Background: an optimization exercise with open tools, aiming at small area. Do not read the settings as production practice. Function was checked by simulation only, so behaviour that the tests miss may differ from the original. Power and IR drop assume default switching activity.

==> flow/design.v <==
module mux2x1 #(parameter WIDTH = 32) (
    input [WIDTH-1:0] in0, in1,
    input sel,
    output [WIDTH-1:0] out
);
    assign out = (sel == 1'b0) ? in0 : 
                (sel == 1'b1) ? in1:
                {WIDTH{1'b0}};
endmodule
module mux2x1_32 (
    input [31:0] in0, in1,
    input sel,
    output [31:0] out
);
    assign out = (sel == 1'b1) ? in1 : 
                (sel == 1'b0) ? in0 :
                32'b0;
endmodule
module mux3x1 #(parameter WIDTH = 32) (
    input [WIDTH-1:0] in0, in1, in2,
    input [1:0] sel,
    output [WIDTH-1:0] out
);
    assign out = (sel == 2'b00) ? in0 :
                 (sel == 2'b01) ? in1 :
                 (sel == 2'b10) ? in2 :
                 {WIDTH{1'b0}};
endmodule
module mux4x1 #(parameter WIDTH = 32) (
    input [WIDTH-1:0] in0, in1, in2, in3,
    input [1:0] sel,
    output [WIDTH-1:0] out
);
    assign out = (sel == 2'b00) ? in0 :
                 (sel == 2'b01) ? in1 :
                 (sel == 2'b10) ? in2 :
                 (sel == 2'b11) ? in3 :
                 {WIDTH{1'b0}};
endmodule
module mux6x1 #(parameter WIDTH = 32) (
    input [WIDTH-1:0] in0, in1, in2, in3, in4, in5,
    input [2:0] sel,
    output [WIDTH-1:0] out
);
    assign out = (sel == 3'b000) ? in0 :
                 (sel == 3'b001) ? in1 :
                 (sel == 3'b010) ? in2 :
                 (sel == 3'b011) ? in3 :
                 (sel == 3'b100) ? in4 :
                 (sel == 3'b101) ? in5 :
                 {WIDTH{1'b0}};
endmodule
module mux9x1 #(parameter WIDTH = 32) (
    input [WIDTH-1:0] in0, in1, in2, in3, in4, in5, in6, in7, in8,
    input [3:0] sel,
    output [WIDTH-1:0] out
);
    assign out = (sel == 4'b0000) ? in0 :
                 (sel == 4'b0001) ? in1 :
                 (sel == 4'b0010) ? in2 :
                 (sel == 4'b0011) ? in3 :
                 (sel == 4'b0100) ? in4 :
                 (sel == 4'b0101) ? in5 :
                 (sel == 4'b0110) ? in6 :
                 (sel == 4'b0111) ? in7 :
                 (sel == 4'b1000) ? in8  :
                 {WIDTH{1'b0}};
endmodule
module signExtend16x32 (
    input [15:0] in,
    output [31:0] out
);
    assign out = { {16{in[15]}}, in  } ;
endmodule
module Registrador (
    input             Clk,
    input             Reset,
    input             Load,
    input      [31:0] Entrada,
    output reg [31:0] Saida
);
always @(posedge Clk or posedge Reset) begin
    if (Reset)
        Saida <= 32'b0;
    else if (Load)
        Saida <= Entrada;
end
endmodule
module Instr_Reg (
    input             Clk,
    input             Reset,
    input             Load_ir,
    input      [31:0] Entrada,
    output reg [5:0]  Instr31_26,
    output reg [4:0]  Instr25_21,
    output reg [4:0]  Instr20_16,
    output reg [15:0] Instr15_0
);
always @(posedge Clk or posedge Reset) begin
    if (Reset) begin
        Instr31_26 <= 6'b0;
        Instr25_21 <= 5'b0;
        Instr20_16 <= 5'b0;
        Instr15_0  <= 16'b0;
    end else if (Load_ir) begin
        Instr31_26 <= Entrada[31:26];
        Instr25_21 <= Entrada[25:21];
        Instr20_16 <= Entrada[20:16];
        Instr15_0  <= Entrada[15:0];
    end
end
endmodule
module Banco_reg (
    input         Clk,
    input         Reset,
    input         RegWrite,
    input  [4:0]  ReadReg1,
    input  [4:0]  ReadReg2,
    input  [4:0]  WriteReg,
    input  [31:0] WriteData,
    output [31:0] ReadData1,
    output [31:0] ReadData2
);
reg [31:0] Cluster [0:31];
integer i;
assign ReadData1 = Cluster[ReadReg1];
assign ReadData2 = Cluster[ReadReg2];
always @(posedge Clk or posedge Reset) begin
    if (Reset) begin
        for (i = 0; i < 32; i = i + 1)
            Cluster[i] <= 32'b0;
    end else if (RegWrite) begin
        Cluster[WriteReg] <= WriteData;
    end
end
endmodule
module RegDesloc (
    input         Clk,
    input         Reset,
    input  [2:0]  Shift,
    input  [4:0]  N,
    input  [31:0] Entrada,
    output [31:0] Saida
);
reg [31:0] temp;
assign Saida = temp;
always @(posedge Clk or posedge Reset) begin
    if (Reset) begin
        temp <= 32'b0;
    end else begin
        case (Shift)
            3'b000: temp <= temp;
            3'b001: temp <= Entrada;
            3'b010: temp <= temp << N;
            3'b011: temp <= temp >> N;
            3'b100: temp <= $signed(temp) >>> N;
            3'b101: temp <= (temp >> N) | (temp << (6'd32 - {1'b0, N}));
            3'b110: temp <= (temp << N) | (temp >> (6'd32 - {1'b0, N}));
            default: temp <= temp;
        endcase
    end
end
endmodule
module Ula32 (
    input  [31:0] A,
    input  [31:0] B,
    input  [2:0]  Seletor,
    output [31:0] S,
    output        Overflow,
    output        Negativo,
    output        z,
    output        Igual,
    output        Maior,
    output        Menor
);
reg  [31:0] s_temp;
reg  [31:0] novo_B;
wire [31:0] soma_temp;
wire [31:0] carry_temp;
wire        igual_temp;
wire        overflow_temp;
always @(*) begin
    case (Seletor)
        3'b000: s_temp = A;
        3'b001: s_temp = soma_temp;
        3'b010: s_temp = soma_temp;
        3'b011: s_temp = A & B;
        3'b110: s_temp = A ^ B;
        3'b101: s_temp = ~A;
        3'b100: s_temp = soma_temp;
        default: s_temp = 32'b0;
    endcase
end
always @(*) begin
    case (Seletor)
        3'b001: novo_B = B;
        3'b100: novo_B = 32'd1;
        default: novo_B = ~B;
    endcase
end
assign S = s_temp;
assign Negativo = s_temp[31];
assign z = (s_temp == 32'b0);
assign soma_temp[0]  = A[0] ^ novo_B[0] ^ Seletor[1];
assign carry_temp[0] = (Seletor[1] & (A[0] | novo_B[0])) | (A[0] & novo_B[0]);
genvar g;
generate
    for (g = 1; g < 32; g = g + 1) begin : ripple
        assign soma_temp[g]  = A[g] ^ novo_B[g] ^ carry_temp[g-1];
        assign carry_temp[g] = (carry_temp[g-1] & (A[g] | novo_B[g])) | (A[g] & novo_B[g]);
    end
endgenerate
assign overflow_temp = carry_temp[31] ^ carry_temp[30];
assign Overflow = (Seletor == 3'b001 || Seletor == 3'b010 || Seletor == 3'b100) ? overflow_temp : 1'b0;
assign igual_temp = (soma_temp == 32'b0) ? ~overflow_temp : 1'b0;
assign Igual = igual_temp;
assign Maior = ((~soma_temp[31] & ~overflow_temp) | (overflow_temp & ~A[31])) & ~igual_temp;
assign Menor = (soma_temp[31] & ~overflow_temp) | (overflow_temp & A[31]);
endmodule
module multiplier (
    input clk,
    input reset,
    input start,
    input [31:0] a, b,
    output reg [31:0] hi, lo,
    output reg ready
);
reg [31:0] multiplicand, multiplier;
reg [63:0] product;
reg [5:0] count;  
reg active;
reg [63:0] product_step;
reg [95:0] shifted;
always @(*) begin
    case ({multiplier[1:0]})
        2'b01: product_step = product + {multiplicand, 32'b0};
        2'b10: product_step = product - {multiplicand, 32'b0};
        default: product_step = product;  
    endcase
    shifted = {product_step[63], product_step, multiplier} >>> 1;
end
always @(posedge clk) begin
    if (reset) begin
        multiplicand <= 32'b0;
        multiplier <= 32'b0;
        product <= 64'b0;
        count <= 6'b000000;
        active <= 1'b0;
        ready <= 1'b0;
        hi <= 32'b0;
        lo <= 32'b0;
    end else if (start && !active) begin
        multiplicand <= a;
        multiplier <= b;
        product <= 64'b0;
        count <= 6'b000000;
        active <= 1'b1;
        ready <= 1'b0;
    end else if (active) begin
        if (count < 32) begin
            {product, multiplier} <= shifted;
            count <= count + 1;
        end else begin
            active <= 1'b0;
            ready <= 1'b1;
            hi <= product[63:32];
            lo <= product[31:0];
        end
    end else begin
        ready <= 1'b0;
    end
end
endmodule
module divider (
    input clk,
    input reset,
    input start,
    input [31:0] a, b,
    output reg [31:0] hi, lo,
    output reg ready,
    output reg div_zero
);
reg [31:0] dividend, divisor;
reg [63:0] remainder;
reg [5:0] count;
reg active;
reg [63:0] rem_shift;
reg [31:0] rem_sub;
reg [63:0] rem_next;
always @(*) begin
    rem_shift = remainder << 1;
    rem_sub = rem_shift[63:32] - divisor;
    if (rem_sub[31])
        rem_next = {rem_sub + divisor, rem_shift[31:1], 1'b0};
    else
        rem_next = {rem_sub, rem_shift[31:1], 1'b1};
end
always @(posedge clk) begin
    if (reset) begin
        dividend <= 32'b0;
        divisor <= 32'b0;
        remainder <= 64'b0;
        count <= 6'b000000;
        active <= 1'b0;
        ready <= 1'b0;
        div_zero <= 1'b0;
        hi <= 32'b0;
        lo <= 32'b0;
    end else if (start && !active) begin
        if (b == 0) begin
            div_zero <= 1'b1;
            ready <= 1'b1;
            active <= 1'b0;
        end else begin
            dividend <= a;
            divisor <= b;
            remainder <= {32'b0, a};
            count <= 6'b000000;
            active <= 1'b1;
            ready <= 1'b0;
            div_zero <= 1'b0;
        end
    end else if (active) begin
        if (count < 32) begin
            remainder <= rem_next;
            count <= count + 1;
        end else begin
            active <= 1'b0;
            ready <= 1'b1;
            lo <= remainder[31:0];  
            hi <= remainder[63:32];  
        end
    end else begin
        ready <= 1'b0;
        div_zero <= 1'b0;
    end
end
endmodule
module controlUnit (
    input wire clk, reset,
    input wire O,  
    input wire OpCode404_flag,  
    input wire div_zero,  
    input wire [5:0] OpCode, Funct,
    input wire zero, neg, lt, gt, et,  
    input wire mult_ready, div_ready,  
    output reg[2:0] IorD,
    output reg mem_wr,
    output reg[1:0] cause_control,
    output reg ir_wr,
    output reg reg_wr,
    output reg wr_A,
    output reg wr_B,
    output reg[2:0] mem_reg,
    output reg[1:0] reg_dst,
    output reg[1:0] Alu_Src_A,
    output reg[2:0] Alu_Src_B,
    output reg[2:0] Alu_Op,
    output reg PCWriteCond,
    output reg Alu_out_wr,
    output reg[2:0] PC_Source,
    output reg PC_wr,
    output reg EPC_wr,
    output reg [1:0] load_control,
    output reg [1:0] store_control,
    output reg mult_start,
    output reg div_start,
    output reg Lo_wr,
    output reg hi_wr,
    output reg reset_out,
    output reg [2:0] shift_control,
    output reg [3:0] DataSrc,
    output reg RegRs,
    output reg [3:0] mem_wr_byte_enable
);
parameter reset_start = 6'b000000;
parameter fetch = 6'b000001;
parameter decode = 6'b000010;
parameter op404_state = 6'b000011;
parameter overflow_state = 6'b000100;
parameter zero_div_state = 6'b000101;
parameter exception_fetch = 6'b111111;  
parameter R_EXEC_state = 6'b000110;
parameter R_WB_state = 6'b000111;
parameter JR_state = 6'b001000;
parameter MULT_START_state = 6'b001001;
parameter MULT_WAIT_state = 6'b001010;
parameter DIV_START_state = 6'b001011;
parameter DIV_WAIT_state = 6'b001100;
parameter MFHI_state = 6'b001101;
parameter MFLO_state = 6'b001110;
parameter SLL_SRA_EXEC_state = 6'b001111;
parameter I_EXEC_state = 6'b010000;
parameter I_WB_state = 6'b010001;
parameter BEQ_BNE_state = 6'b010010;
parameter LW_SW_ADDR_state = 6'b010011;
parameter LW_MEM_state = 6'b010100;
parameter LW_WB_state = 6'b010101;
parameter SW_MEM_state = 6'b010110;
parameter LUI_WB_state = 6'b100000;
parameter J_state = 6'b010111;
parameter JAL_state = 6'b011000;
parameter PUSH_ADDR_state = 6'b011001;
parameter PUSH_MEM_state = 6'b011010;
parameter PUSH_SP_state = 6'b011011;
parameter POP_ADDR_state = 6'b011100;
parameter POP_MEM_state = 6'b011101;
parameter POP_WB_state = 6'b011110;
parameter POP_SP_state = 6'b011111;
parameter R_TYPE = 6'b000000;
parameter LW_OP = 6'b100011;
parameter LB_OP = 6'b100000;
parameter SW_OP = 6'b101011;
parameter SB_OP = 6'b101000;
parameter ADDI_OP = 6'b001000;
parameter BEQ_OP = 6'b000100;
parameter BNE_OP = 6'b000101;
parameter J_OP = 6'b000010;
parameter JAL_OP = 6'b000011;
parameter LUI_OP = 6'b001111;
parameter ADD_F = 6'b100000;
parameter SUB_F = 6'b100010;
parameter AND_F = 6'b100100;
parameter SLT_F = 6'b101010;
parameter MULT_F = 6'b011000;
parameter DIV_F = 6'b011010;
parameter MFHI_F = 6'b010000;
parameter MFLO_F = 6'b010010;
parameter JR_F = 6'b001000;
parameter SLL_F = 6'b000000;
parameter SRA_F = 6'b000011;
parameter PUSH_F = 6'b000101;
parameter POP_F = 6'b000110;
reg [5:0] state;
always @(posedge clk or posedge reset) begin
    if (reset) begin
        state <= reset_start;
    end else begin
        case (state)
            reset_start: state <= fetch;
            fetch: state <= decode;
            decode: begin
                if (OpCode404_flag) begin
                    state <= op404_state;
                end else begin
                    case (OpCode)
                        R_TYPE: begin
                            case (Funct)
                                ADD_F, SUB_F, AND_F: state <= R_EXEC_state;
                                SLT_F: state <= R_EXEC_state;
                                MULT_F: state <= MULT_START_state;
                                DIV_F: state <= DIV_START_state;
                                MFHI_F: state <= MFHI_state;
                                MFLO_F: state <= MFLO_state;
                                JR_F: state <= JR_state;
                                SLL_F, SRA_F: state <= SLL_SRA_EXEC_state;
                                PUSH_F: state <= PUSH_ADDR_state;
                                POP_F: state <= POP_ADDR_state;
                                default: state <= op404_state;
                            endcase
                        end
                        LW_OP, LB_OP: state <= LW_SW_ADDR_state;
                        SW_OP, SB_OP: state <= LW_SW_ADDR_state;
                        ADDI_OP: state <= I_EXEC_state;
                        BEQ_OP, BNE_OP: state <= BEQ_BNE_state;
                        J_OP: state <= J_state;
                        JAL_OP: state <= JAL_state;
                        LUI_OP: state <= LUI_WB_state;
                        default: state <= op404_state;
                    endcase
                end
            end
            R_EXEC_state: begin
                if (O && (Funct == ADD_F || Funct == SUB_F)) state <= overflow_state;
                else state <= R_WB_state;
            end
            R_WB_state: state <= fetch;
            SLL_SRA_EXEC_state: state <= R_WB_state;
            JR_state: state <= fetch;
            MULT_START_state: state <= MULT_WAIT_state;
            MULT_WAIT_state: begin
                if (mult_ready) state <= fetch;
                else state <= MULT_WAIT_state;
            end
            DIV_START_state: begin
                if (div_zero) state <= zero_div_state;
                else state <= DIV_WAIT_state;
            end
            DIV_WAIT_state: begin
                if (div_ready) state <= fetch;
                else state <= DIV_WAIT_state;
            end
            MFHI_state: state <= R_WB_state;
            MFLO_state: state <= R_WB_state;
            I_EXEC_state: begin
                if (O && OpCode == ADDI_OP) state <= overflow_state;
                else state <= I_WB_state;
            end
            I_WB_state: state <= fetch;
            BEQ_BNE_state: state <= fetch;
            LW_SW_ADDR_state: begin
                if (OpCode == LW_OP || OpCode == LB_OP) state <= LW_MEM_state;
                else state <= SW_MEM_state;
            end
            LW_MEM_state: state <= LW_WB_state;
            LW_WB_state: state <= fetch;
            SW_MEM_state: state <= fetch;
            LUI_WB_state: state <= fetch;
            J_state: state <= fetch;
            JAL_state: state <= fetch;
            PUSH_ADDR_state: state <= PUSH_MEM_state;
            PUSH_MEM_state: state <= PUSH_SP_state;
            PUSH_SP_state: state <= fetch;
            POP_ADDR_state: state <= POP_MEM_state;
            POP_MEM_state: state <= POP_WB_state;
            POP_WB_state: state <= POP_SP_state;
            POP_SP_state: state <= fetch;
op404_state: state <= exception_fetch;  
	        overflow_state: state <= exception_fetch;  
	        zero_div_state: state <= exception_fetch;  
	        exception_fetch: state <= fetch;
            default: state <= fetch;
        endcase
    end
end
always @(*) begin
    IorD = 3'b000; mem_wr = 1'b0; cause_control = 2'b00; ir_wr = 1'b0;
    reg_wr = 1'b0; wr_A = 1'b0; wr_B = 1'b0; mem_reg = 3'b000;
    reg_dst = 2'b00; Alu_Src_A = 2'b00; Alu_Src_B = 3'b000; Alu_Op = 3'b000;
    PCWriteCond = 1'b0; Alu_out_wr = 1'b0; PC_Source = 3'b000; PC_wr = 1'b0;
    EPC_wr = 1'b0; load_control = 2'b00; store_control = 2'b00; mult_start = 1'b0;
    div_start = 1'b0; Lo_wr = 1'b0; hi_wr = 1'b0;
    reset_out = 1'b0; shift_control = 3'b000; DataSrc = 4'b0000; RegRs = 1'b0; mem_wr_byte_enable = 4'b0000;
    case (state)
reset_start: begin
	            reset_out = 1'b1; 
	            PC_wr = 1'b0;
	            ir_wr = 1'b0;
	            reg_wr = 1'b1;       
	            reg_dst = 2'b10;     
	            DataSrc = 4'b1000;   
	            wr_A = 1'b0;
	            wr_B = 1'b0;
	            Alu_out_wr = 1'b0;
	            EPC_wr = 1'b0;
	            mem_wr = 1'b0;
	            hi_wr = 1'b0;
	            Lo_wr = 1'b0;
	        end
        fetch: begin
            Alu_Src_A = 2'b00;  
            Alu_Src_B = 3'b001;  
            Alu_Op = 3'b001;  
            Alu_out_wr = 1'b1;
            IorD = 3'b000;  
            ir_wr = 1'b1;
            PC_Source = 3'b000;  
            PC_wr = 1'b1;  
        end
        decode: begin
            wr_A = 1'b1;
            wr_B = 1'b1;
            Alu_Src_A = 2'b00;  
            Alu_Src_B = 3'b011;  
            Alu_Op = 3'b001;  
Alu_out_wr = 1'b1;
        end
        R_EXEC_state: begin
            Alu_Src_A = 2'b01;  
            Alu_Src_B = 3'b000;  
            case (Funct)
                ADD_F: Alu_Op = 3'b001;  
                SUB_F: Alu_Op = 3'b010;  
                AND_F: Alu_Op = 3'b011;  
                SLT_F: Alu_Op = 3'b010;  
            endcase
            Alu_out_wr = 1'b1;
        end
        R_WB_state: begin
            if (Funct == SLT_F) DataSrc = 4'b0111;
            else DataSrc = 4'b0000;
            reg_dst = 2'b01; 
            reg_wr = 1'b1;
        end
        SLL_SRA_EXEC_state: begin
            case (Funct)
                SLL_F: shift_control = 3'b001;  
                SRA_F: shift_control = 3'b010;  
            endcase
            DataSrc = 4'b0101;  
            reg_dst = 2'b01;  
            reg_wr = 1'b1;
        end
        JR_state: begin
            PC_Source = 3'b010;  
            PC_wr = 1'b1;
        end
        MULT_START_state: begin
            mult_start = 1'b1;
        end
        MULT_WAIT_state: begin
            if (mult_ready) begin
                Lo_wr = 1'b1;
                hi_wr = 1'b1;
            end
        end
        DIV_START_state: begin
            div_start = 1'b1;
        end
        DIV_WAIT_state: begin
            if (div_ready) begin
                Lo_wr = 1'b1;
                hi_wr = 1'b1;
            end
        end
        MFHI_state: begin
            DataSrc = 4'b0010;  
            reg_dst = 2'b01;  
            reg_wr = 1'b1;
        end
        MFLO_state: begin
            DataSrc = 4'b0011;  
            reg_dst = 2'b01;  
            reg_wr = 1'b1;
        end
        I_EXEC_state: begin
            Alu_Src_A = 2'b01;  
            Alu_Src_B = 3'b010;  
            case (OpCode)
                ADDI_OP: Alu_Op = 3'b001;  
            endcase
            Alu_out_wr = 1'b1;
        end
        I_WB_state: begin
            DataSrc = 4'b0000;  
            reg_dst = 2'b00;  
            reg_wr = 1'b1;
        end
        BEQ_BNE_state: begin
            Alu_Src_A = 2'b01;  
            Alu_Src_B = 3'b000;  
            Alu_Op = 3'b010;  
            Alu_out_wr = 1'b1;
            PCWriteCond = 1'b1;  
            PC_Source = 3'b001;  
            if (OpCode == BEQ_OP) begin
                if (zero) PC_wr = 1'b1;
            end else begin
                if (!zero) PC_wr = 1'b1;
            end
        end
        LW_SW_ADDR_state: begin
            Alu_Src_A = 2'b01;  
            Alu_Src_B = 3'b010;  
            Alu_Op = 3'b001;  
            Alu_out_wr = 1'b1;
        end
        LW_MEM_state: begin
            IorD = 3'b001;  
            mem_wr = 1'b0;  
            if (OpCode == LW_OP) load_control = 2'b10;  
            else load_control = 2'b01;  
        end
        LW_WB_state: begin
            DataSrc = 4'b0001;  
            reg_dst = 2'b00;  
            reg_wr = 1'b1;
        end
        SW_MEM_state: begin
            IorD = 3'b001;  
            mem_wr = 1'b1;  
            mem_wr_byte_enable = 4'b1111;  
            if (OpCode == SW_OP) store_control = 2'b10;  
            else store_control = 2'b01;  
        end
        J_state: begin
            PC_Source = 3'b001;  
            PC_wr = 1'b1;
        end
        JAL_state: begin
            DataSrc = 4'b0100;  
            reg_dst = 2'b11;  
            reg_wr = 1'b1;
            PC_Source = 3'b001;  
            PC_wr = 1'b1;
        end
        LUI_WB_state: begin 
            DataSrc = 4'b0110; 
            reg_dst = 2'b00; 
            reg_wr = 1'b1; 
        end
        PUSH_ADDR_state: begin
            Alu_Src_A = 2'b01;  
            Alu_Src_B = 3'b001;  
            Alu_Op = 3'b010;  
            Alu_out_wr = 1'b1;
            RegRs = 1'b1;  
        end
        PUSH_MEM_state: begin
            IorD = 3'b001;  
            mem_wr = 1'b1;  
            mem_wr_byte_enable = 4'b1111;  
            store_control = 2'b10;  
            RegRs = 1'b0;  
        end
        PUSH_SP_state: begin
            DataSrc = 4'b0000;  
            reg_dst = 2'b10;  
            reg_wr = 1'b1;
            RegRs = 1'b1;  
        end
        POP_ADDR_state: begin
            Alu_Src_A = 2'b01;  
            Alu_Src_B = 3'b001;  
            Alu_Op = 3'b001;  
            Alu_out_wr = 1'b1;
            RegRs = 1'b1;  
        end
        POP_MEM_state: begin
            IorD = 3'b001;  
            mem_wr = 1'b0;  
            load_control = 2'b10;  
            RegRs = 1'b1;  
        end
        POP_WB_state: begin
            DataSrc = 4'b0001;  
            reg_dst = 2'b01;  
            reg_wr = 1'b1;
            RegRs = 1'b1;  
        end
        POP_SP_state: begin
            DataSrc = 4'b0000;  
            reg_dst = 2'b10;  
            reg_wr = 1'b1;
            RegRs = 1'b1;  
        end
        op404_state: begin
            EPC_wr = 1'b1;
            cause_control = 2'b10;  
            PC_Source = 3'b011;  
            PC_wr = 1'b1;
        end
        overflow_state: begin
            EPC_wr = 1'b1;
            cause_control = 2'b00;  
            PC_Source = 3'b011;  
            PC_wr = 1'b1;
        end
zero_div_state: begin
	            EPC_wr = 1'b1;
	            cause_control = 2'b01;  
	            PC_Source = 3'b011;  
	            PC_wr = 1'b1;
	        end
	        exception_fetch: begin
	        end
	    endcase
end
endmodule
module cpu (
    input         clk,
    input         reset,       
    input  [31:0] mem_rdata,   
    output [31:0] mem_addr,    
    output [31:0] mem_wdata,   
    output        mem_wr       
);
localparam [4:0]
    S_RST   = 5'd0,
    S_FETCH = 5'd1,
    S_DEC   = 5'd2,
    S_REXEC = 5'd3,
    S_RWB   = 5'd4,    
    S_NOP2  = 5'd5,    
    S_JR    = 5'd6,
    S_MDST  = 5'd7,
    S_WAIT  = 5'd8,
    S_IEXEC = 5'd9,
    S_BR    = 5'd10,
    S_LSADR = 5'd11,
    S_LWMEM = 5'd12,
    S_LDWB  = 5'd13,   
    S_SWMEM = 5'd14,
    S_LUI   = 5'd15,
    S_J     = 5'd16,
    S_JAL   = 5'd17,
    S_PUSHA = 5'd18,
    S_PUSHM = 5'd19,
    S_SPWB  = 5'd20,   
    S_POPA  = 5'd21,
    S_POPM  = 5'd22,
    S_EXC   = 5'd23,
    S_EXCF  = 5'd24;
reg  [4:0]  state;
reg  [31:0] PC, AO, IR, EPC;
reg         slt_q;
wire [5:0] op = IR[31:26];
wire [5:0] fn = IR[5:0];
wire [4:0] rs = IR[25:21];
wire [4:0] rt = IR[20:16];
wire [4:0] rd = IR[15:11];
wire [15:0] imm = IR[15:0];
wire [31:0] sext = {{16{imm[15]}}, imm};
wire st_fetch = state == S_FETCH;
wire st_dec   = state == S_DEC;
wire st_rexec = state == S_REXEC;
wire st_rwb   = state == S_RWB;
wire st_jr    = state == S_JR;
wire st_mdst  = state == S_MDST;
wire st_wait  = state == S_WAIT;
wire st_iexec = state == S_IEXEC;
wire st_br    = state == S_BR;
wire st_lsadr = state == S_LSADR;
wire st_lwmem = state == S_LWMEM;
wire st_ldwb  = state == S_LDWB;
wire st_swmem = state == S_SWMEM;
wire st_lui   = state == S_LUI;
wire st_j     = state == S_J;
wire st_jal   = state == S_JAL;
wire st_pusha = state == S_PUSHA;
wire st_pushm = state == S_PUSHM;
wire st_spwb  = state == S_SPWB;
wire st_popa  = state == S_POPA;
wire st_popm  = state == S_POPM;
wire st_exc   = state == S_EXC;
wire st_rst   = state == S_RST;
wire is_r    = op == 6'b000000;
wire f_add   = fn == 6'b100000;
wire f_sub   = fn == 6'b100010;
wire f_and   = fn == 6'b100100;
wire f_slt   = fn == 6'b101010;
wire f_mult  = fn == 6'b011000;
wire f_div   = fn == 6'b011010;
wire f_mfhi  = fn == 6'b010000;
wire f_mflo  = fn == 6'b010010;
wire f_jr    = fn == 6'b001000;
wire f_sll   = fn == 6'b000000;
wire f_sra   = fn == 6'b000011;
wire f_push  = fn == 6'b000101;
wire f_pop   = fn == 6'b000110;
wire o_ls    = op == 6'b100011 || op == 6'b100000 || op == 6'b101011 || op == 6'b101000;
wire o_addi  = op == 6'b001000;
wire o_br    = op == 6'b000100 || op == 6'b000101;
wire o_j     = op == 6'b000010;
wire o_jal   = op == 6'b000011;
wire o_lui   = op == 6'b001111;
reg [4:0] dec_next;
always @(*) begin
    dec_next = S_EXC;
    if (is_r) begin
        if (f_add | f_sub | f_and | f_slt)        dec_next = S_REXEC;
        else if (f_mult | f_div)                  dec_next = S_MDST;
        else if (f_mfhi | f_mflo | f_sll | f_sra) dec_next = S_NOP2;
        else if (f_jr)                            dec_next = S_JR;
        else if (f_push)                          dec_next = S_PUSHA;
        else if (f_pop)                           dec_next = S_POPA;
    end
    else if (o_ls)   dec_next = S_LSADR;
    else if (o_addi) dec_next = S_IEXEC;
    else if (o_br)   dec_next = S_BR;
    else if (o_j)    dec_next = S_J;
    else if (o_jal)  dec_next = S_JAL;
    else if (o_lui)  dec_next = S_LUI;
end
wire uses_a = dec_next == S_REXEC || dec_next == S_PUSHA || dec_next == S_POPA ||
              dec_next == S_LSADR || dec_next == S_IEXEC || dec_next == S_BR;
reg  [31:0] rf [0:31];
wire [4:0]  ra = (st_dec | (st_swmem & ~op[0])) ? rs : rt;
wire [31:0] rdata = rf[ra];
reg        we;
reg [4:0]  wa;
reg [31:0] wd;
wire        rwb_slt = st_rwb & is_r & f_slt;
wire        x_pc = st_fetch | st_dec | st_jal;
wire        x_0  = (st_dec & uses_a) | st_lui | st_rst | rwb_slt;
wire [31:0] X = x_0 ? 32'b0 : (x_pc ? PC : AO);
reg  [31:0] Y;
always @(*) begin
    if (st_fetch | st_jal | st_pusha | st_popa) Y = 32'd4;
    else if (st_dec)                            Y = uses_a ? rdata : {sext[29:0], 2'b00};
    else if (st_iexec | st_lsadr)               Y = sext;
    else if (st_rexec | st_br)                  Y = rdata;
    else if (st_lui)                            Y = {imm, 16'b0};
    else if (st_rst)                            Y = 32'd227;
    else                                        Y = {31'b0, rwb_slt & slt_q};
end
wire        sub  = (st_rexec & fn[1]) | st_br | st_pusha;
wire [31:0] Yx   = sub ? ~Y : Y;
wire [31:0] sum  = X + Yx + {31'b0, sub};
wire        ovf  = (X[31] == Yx[31]) & (sum[31] != X[31]);
wire        lt   = sum[31] ^ ovf;
wire        zero = sum == 32'b0;
wire        do_and = st_rexec & f_and;
wire [31:0] alu  = do_and ? (AO & rdata) : sum;
wire        ao_wr = st_fetch | st_dec | st_rexec | st_iexec | st_br | st_lsadr | st_pusha | st_popa;
always @(*) begin
    we = 1'b0; wa = rt;
    case (state)
        S_RST:  begin we = 1'b1; wa = 5'd29; end
        S_RWB:  begin we = 1'b1; wa = is_r ? rd : rt; end
        S_LDWB: begin we = 1'b1; wa = is_r ? rd : rt; end
        S_LUI:  begin we = 1'b1; wa = rt; end
        S_JAL:  begin we = 1'b1; wa = 5'd31; end
        S_SPWB: begin we = 1'b1; wa = 5'd29; end
        default: ;
    endcase
    wd = st_ldwb ? mem_rdata : sum;
end
genvar gk;
generate for (gk = 0; gk < 32; gk = gk + 1) begin : g_rf
    reg [31:0] r;
    wire wek = we && wa == gk;
    wire hold = ~wek & ~reset;
    always @(posedge clk) r <= (wd & {32{wek}}) | (r & {32{hold}});
    always @(*) rf[gk] = r;
end endgenerate
always @(posedge clk or posedge reset) begin
    if (reset) begin
        state <= S_RST;
    end else begin
        case (state)
            S_RST:   state <= S_FETCH;
            S_FETCH: state <= S_DEC;
            S_DEC:   state <= dec_next;
            S_REXEC: state <= (ovf & (f_add | f_sub)) ? S_EXC : S_RWB;
            S_IEXEC: state <= ovf ? S_EXC : S_RWB;
            S_NOP2:  state <= S_RWB;
            S_MDST:  state <= S_WAIT;
            S_WAIT:  state <= (IR[5:0] == 6'd0) ? S_FETCH : S_WAIT;
            S_LSADR: state <= op[3] ? S_SWMEM : S_LWMEM;
            S_LWMEM: state <= S_LDWB;
            S_LDWB:  state <= is_r ? S_SPWB : S_FETCH;
            S_PUSHA: state <= S_PUSHM;
            S_PUSHM: state <= S_SPWB;
            S_POPA:  state <= S_POPM;
            S_POPM:  state <= S_LDWB;
            S_EXC:   state <= S_EXCF;
            default: state <= S_FETCH;
        endcase
    end
end
always @(posedge clk) begin
    if (st_rexec)
        slt_q <= lt;
    if (st_fetch)
        IR <= mem_rdata;
    else if (st_mdst)
        IR[5:0] <= (fn[1] && rdata == 32'b0) ? 6'd0 : 6'd33;
    else if (st_wait)
        IR[5:0] <= IR[5:0] - 6'd1;
end
wire        pc_wr = st_fetch | st_j | st_jal | st_jr | st_exc | (st_br & (op[0] | zero));
reg  [31:0] pc_in;
always @(*) begin
    if (st_fetch)    pc_in = AO;
    else if (st_jr)  pc_in = EPC;
    else if (st_exc) pc_in = 32'h000000FC;
    else             pc_in = {PC[31:28], IR[25:0], 2'b00};
end
wire pc_hold  = ~pc_wr & ~reset;
wire ao_hold  = ~ao_wr & ~reset;
wire epc_hold = ~st_exc & ~reset;
always @(posedge clk) begin
    PC  <= (pc_in & {32{pc_wr  & ~reset}}) | (PC  & {32{pc_hold}});
    AO  <= (alu   & {32{ao_wr  & ~reset}}) | (AO  & {32{ao_hold}});
    EPC <= (PC    & {32{st_exc & ~reset}}) | (EPC & {32{epc_hold}});
end
assign mem_addr  = (st_lwmem | st_swmem | st_pushm | st_popm) ? AO : PC;
assign mem_wr    = st_swmem | st_pushm;
assign mem_wdata = rdata;
endmodule
==> flow/flow/run.sh <==
#!/bin/bash
here=$(pwd)
rm -rf scripts_mod
cp -r "$FLOW_HOME/scripts" scripts_mod
cp flow/abc_map.script scripts_mod/abc_speed.script
export SCRIPTS_DIR="$here/scripts_mod"
export BUFFER_PORTS_ARGS="-buffer_cell sky130_fd_sc_hd__buf_1"
export CTS_ARGS="-sink_clustering_enable -repair_clock_nets -dont_use_dummy_load -sink_clustering_size 28 -sink_clustering_max_diameter 125"
bash standard.sh > standard_flow.log 2>&1
==> flow/flow/abc_map.script <==
&get -n
&st
&dch -f
&nf -R 1000 -p -F 20 -A 20 -C 32
&st
&synch2
&nf -R 1000 -p -F 20 -A 20 -C 32
&put
topo
stime -c
dnsize -c
==> flow/standard.sh <==
#!/bin/bash
# synth_recipe.tcl (not shown) runs the flow's synth.tcl, then flattens the netlist and writes it again
# the make line also repeats each setting of config.mk as NAME=value (left out here)
make -C /OpenROAD-flow-scripts/flow DESIGN_CONFIG=/design/flow/config.mk WORK_HOME=/design/flow/orfs CLKGATE_MAP_FILE= SYNTH_SCRIPT=/design/flow/synth_recipe.tcl "${@:-finish}"
==> flow/config.mk <==
export PLATFORM = sky130hd
export DESIGN_NAME = cpu
export DESIGN_NICKNAME = cpu
export VERILOG_FILES = /design/flow/design.v
export SDC_FILE = /design/flow/constraint.sdc
export NUM_CORES = 4
export LEC_CHECK = 0
export CAP_MARGIN = 20
export CORE_MARGIN = 2
export CORE_UTILIZATION = 40
export PLACE_DENSITY = 0.6
export SLEW_MARGIN = 20
==> flow/constraint.sdc <==
create_clock -name core_clock -period 20.0 [get_ports {clk}]
set_input_delay 4.0000 -clock core_clock [delete_from_list [all_inputs] [get_ports {clk}]]
set_output_delay 4.0000 -clock core_clock [all_outputs]
set_load 0.01 [all_outputs]
==> impl_metrics.tcl <==
set metrics [dict create \
    seq_area_frac_synth_pct 53.3 \
    core_um2 109000 \
    yosysUniqueCellTypes 59 \
    fin_area_um2 50000 \
    track_usage_pct 38.7 \
    powerDensity_nw_per_um2 171 \
    max-slew-margin-rel_pct 17.5 \
    yosysTopAreaCell "dfxtp_1" \
    cp-end-kind "register" \
    power.switching_mw 4.66 \
    combPwrFrac_pct 53.6 \
    slew_violations 0 \
    wire_per_inst_um 33.0 \
    gp_congestion 0.964 \
    worst_hold_slack_ns 0.462 \
    status "finished clean" \
    vias_per_cell 6.66 \
    worstPathArrival_ns 14.32 \
    final_util_pct 45.8 \
    num-nets-final 5400 \
    internal_power_mw 3.90 \
    cts-root-buf "clkbuf_16" \
    synthArstFlopShare_pct 0.432 \
    drtIter0Drc 7054 \
    max_stage_delay_ns 0.89 \
    max_freq_mhz 72.7 \
    area_growth_pct 13.2 \
    postPlaceCellArea_um2 48700 \
    postCtsHoldBufs 0 \
    critPathBufInv 3 \
    grt_max_degree 64 \
    criticalPathCategory "register to register" \
    clkPwrFrac_pct 13.8 \
    synth_top_area_share_pct 50.8 \
    die_area_um2 113000 \
    cts_resized 0 \
    dp_hpwl_um 132000 \
    yosysMostFrequentCell "nand2_1" \
    clock_latency_ns 0.71 \
    antenna_found_initial 14 \
    grt_pass1_wl_um 314000 \
    slowest_stage "nor4_1" \
    drt_first_pass_iters 10 \
    start_kind "register" \
    grt.overflow.total 0 \
    drc_errors 0 \
    synthCells 5021 \
    r2r_end "PC[25]" \
    synth_flop_cell "dfxtp_1" \
    finalSetupViolCount 0 \
    vdd.ir_drop.worst_mv 0.144 \
    r2r_slack_ns 6.25 \
    clockBufferDepth 3 \
    clock_sinks 1158 \
    period_share_pct 68.8 \
    fp.dieW_um 336 \
    critPathMaxFanout 26 \
    synth_nets 5091 \
    drive_above_1_share_pct 6.83 \
    tns_ns 0 \
    syn_area_per_cell_um2 8.79 \
    crit_family "simple AND/OR/NAND/NOR gates" \
    first_global_vias 41300 \
    post_cts_buffers 0 \
    rsz0062_at_grt "false" \
    seq_power_share_pct 32.7 \
    synth_edf_count 33 \
    worst_pin_slew_ns 1.23 \
    vias 45400 \
    start_util_pct 40.4 \
    path_clk_slew_ns 0.11 \
    hp-start "g_rf[9].r[30]" \
    synthTopCellsByArea "dfxtp_1, o21ai_0, nand2_1" \
    holdPathStages 2 \
    io_buffers 98 \
    r2r-start "state[0]" \
    pre_cts_ws_ns 6.76 \
    finClkSkew_ns 0.0598 \
    synth_seq_cells 1158 \
    yosys_warnings 2 \
    pin_count 99 \
    reg2regPathDepth 47 \
    tritoncts "yes" \
    row_count 121 \
    p_leak_nw 16.8 \
    crit_required_ns 20.57 \
    die_h_um 336 \
    wl_um 225000 \
    synthTopCellsByCount "nand2_1, dfxtp_1, o21ai_0" \
    numCtsBuffers 47 \
    finalHoldViolations 0 \
    maxCapViolCount 0 \
    period_needed_ns 13.75 \
    worst_slack_ns 6.25 \
    crit_top_cell "nand2_1" \
    htreeDepth 2 \
    final_antenna_net_count 0 \
    holdPathEnd "g_rf[9].r[30]" \
    synth.cell_area_um2 44100 \
    p_sw_share_pct 54.4 \
    hold_path_class "register to register" \
]
==> how the worst max path moves through the flow <==
stage                     cells past startpoint     end      from
after floorplan                              45  PC[10]  state[4]
after global placement                       47  PC[21]  state[2]
after detailed placement                     47  PC[25]  state[0]
after CTS                                    47  PC[16]  state[0]
after global routing                         48  PC[25]  state[0]
final                                        47  PC[25]  state[0]
==> worst min-delay path, stage by stage, from the launching register on <==
cell and delay, ns:
dfxtp_1 0.33, nand2_1 0.04, o21ai_0 0.06
==> final cells by class <==
type                            instances  area, um^2
Sequential cell                      1158       23500
Multi-Input combinational cell       3809       21500
Fill cell                           10900       59200
Inverter                               54         203
Antenna cell                           12        30.0
Timing Repair Buffer                  260        1620
Tap cell                             1476        1850
Clock buffer                           47        1180
==> cell usage in the layout, fill, tap and decap left out, drive strengths merged, types with 5 or more instances in the layout <==
cell type,synthesis,layout
clkinv,54,53
mux2,7,7
a22o,84,84
a211oi,33,33
a21o,8,8
a2111o,7,7
dfrtp,5,5
nor2,201,201
buf,0,259
clkbuf,0,48
mux2i,16,16
dfxtp,1120,1120
xor2,18,18
o221ai,30,30
a222oi,78,78
ha,35,35
nand3,69,69
o22ai,37,37
nor2b,15,15
and2,12,12
nor3,38,38
and3,8,8
a22oi,301,301
a21oi,194,194
or3,7,7
o211ai,9,9
xnor2,48,48
o21ai,1061,1061
a221oi,58,58
edfxtp,33,33
a31oi,28,28
nand4,102,102
nand2b,8,8
diode,0,12
nand2,1208,1208
nor4,37,37
==> metal layers <==
layer / track usage, % / vias up / wire length, um
met4: 22.1 / 4 / 15100
li1: - / 19200 / -
met5: 0 / - / 26
met1: 49.4 / 21900 / 83100
met2: 58.6 / 3410 / 96000
met3: 10.6 / 882 / 30800
==> logic make-up after synthesis <==
family,Yosys count,share of synthesized area (%)
xor gates and xnor gates,66,1.31
DFF,1158,53.3
muxes,23,0.541
buffers and inverters,54,0.459
AOI/OAI and AO/OA,1961,27.1
adders and majority gates,36,1.04
and+or+nand+nor,1723,16.2
==> power by group through the flow <==
stage | registers (mW) | logic, mW | clock network (mW)
5_1_grt | 2.82 | 4.72 | 1.25
3_3_place_gp | 2.84 | 4.38 | 0
2_1_floorplan | 2.74 | 2.11 | 0
4_1_cts | 2.79 | 4.38 | 1.18
3_5_place_dp | 2.84 | 4.36 | 0
6_report | 2.80 | 4.58 | 1.18
==> through the flow <==
| step | std cells | total power [mW] |
|---|---|---|
| after floorplan | 5021 | 4.85 |
| after global placement | 6755 | 7.22 |
| after detailed placement | 6755 | 7.20 |
| after CTS | 6802 | 8.34 |
| after global routing | 6804 | 8.79 |
| final | 6816 | 8.56 |
==> state kept, by name, indices dropped and copies added (netlist names) <==
| signal | flops |
|---|---|
| g_rf.r | 1024 |
| AO | 32 |
| EPC | 32 |
| IR | 32 |
| PC | 32 |
| state | 5 |
| slt_q | 1 |

[static timing again, ports no longer ideal]
The flow's constraints put no driver on any port. The routed layout listed below was extracted and timed again, unchanged, in two steps.
Step 1, drivers: a clkbuf_16 drives clk and a buf_2 each remaining input, both assumed.
Step 2 adds t to the input delays and takes it off the output delays; t is the mean of the earliest and latest rising clock arrival at the registers after step 1. Input paths then give back, and output paths get back, about the clock's delay inside the block.
a / b / c = ideal / step 1 / step 2; a / b = the first two.
t, ns: 0.766
slack for setup (ns): 6.250 / 6.250 / 6.250
hold WS [ns]: 0.462 / 0.462 / 0.462
After both steps this run still meets setup and hold. For this run, drivers alone change the setup slack by 0.000 ns; drivers and shift together by 0.000 ns.
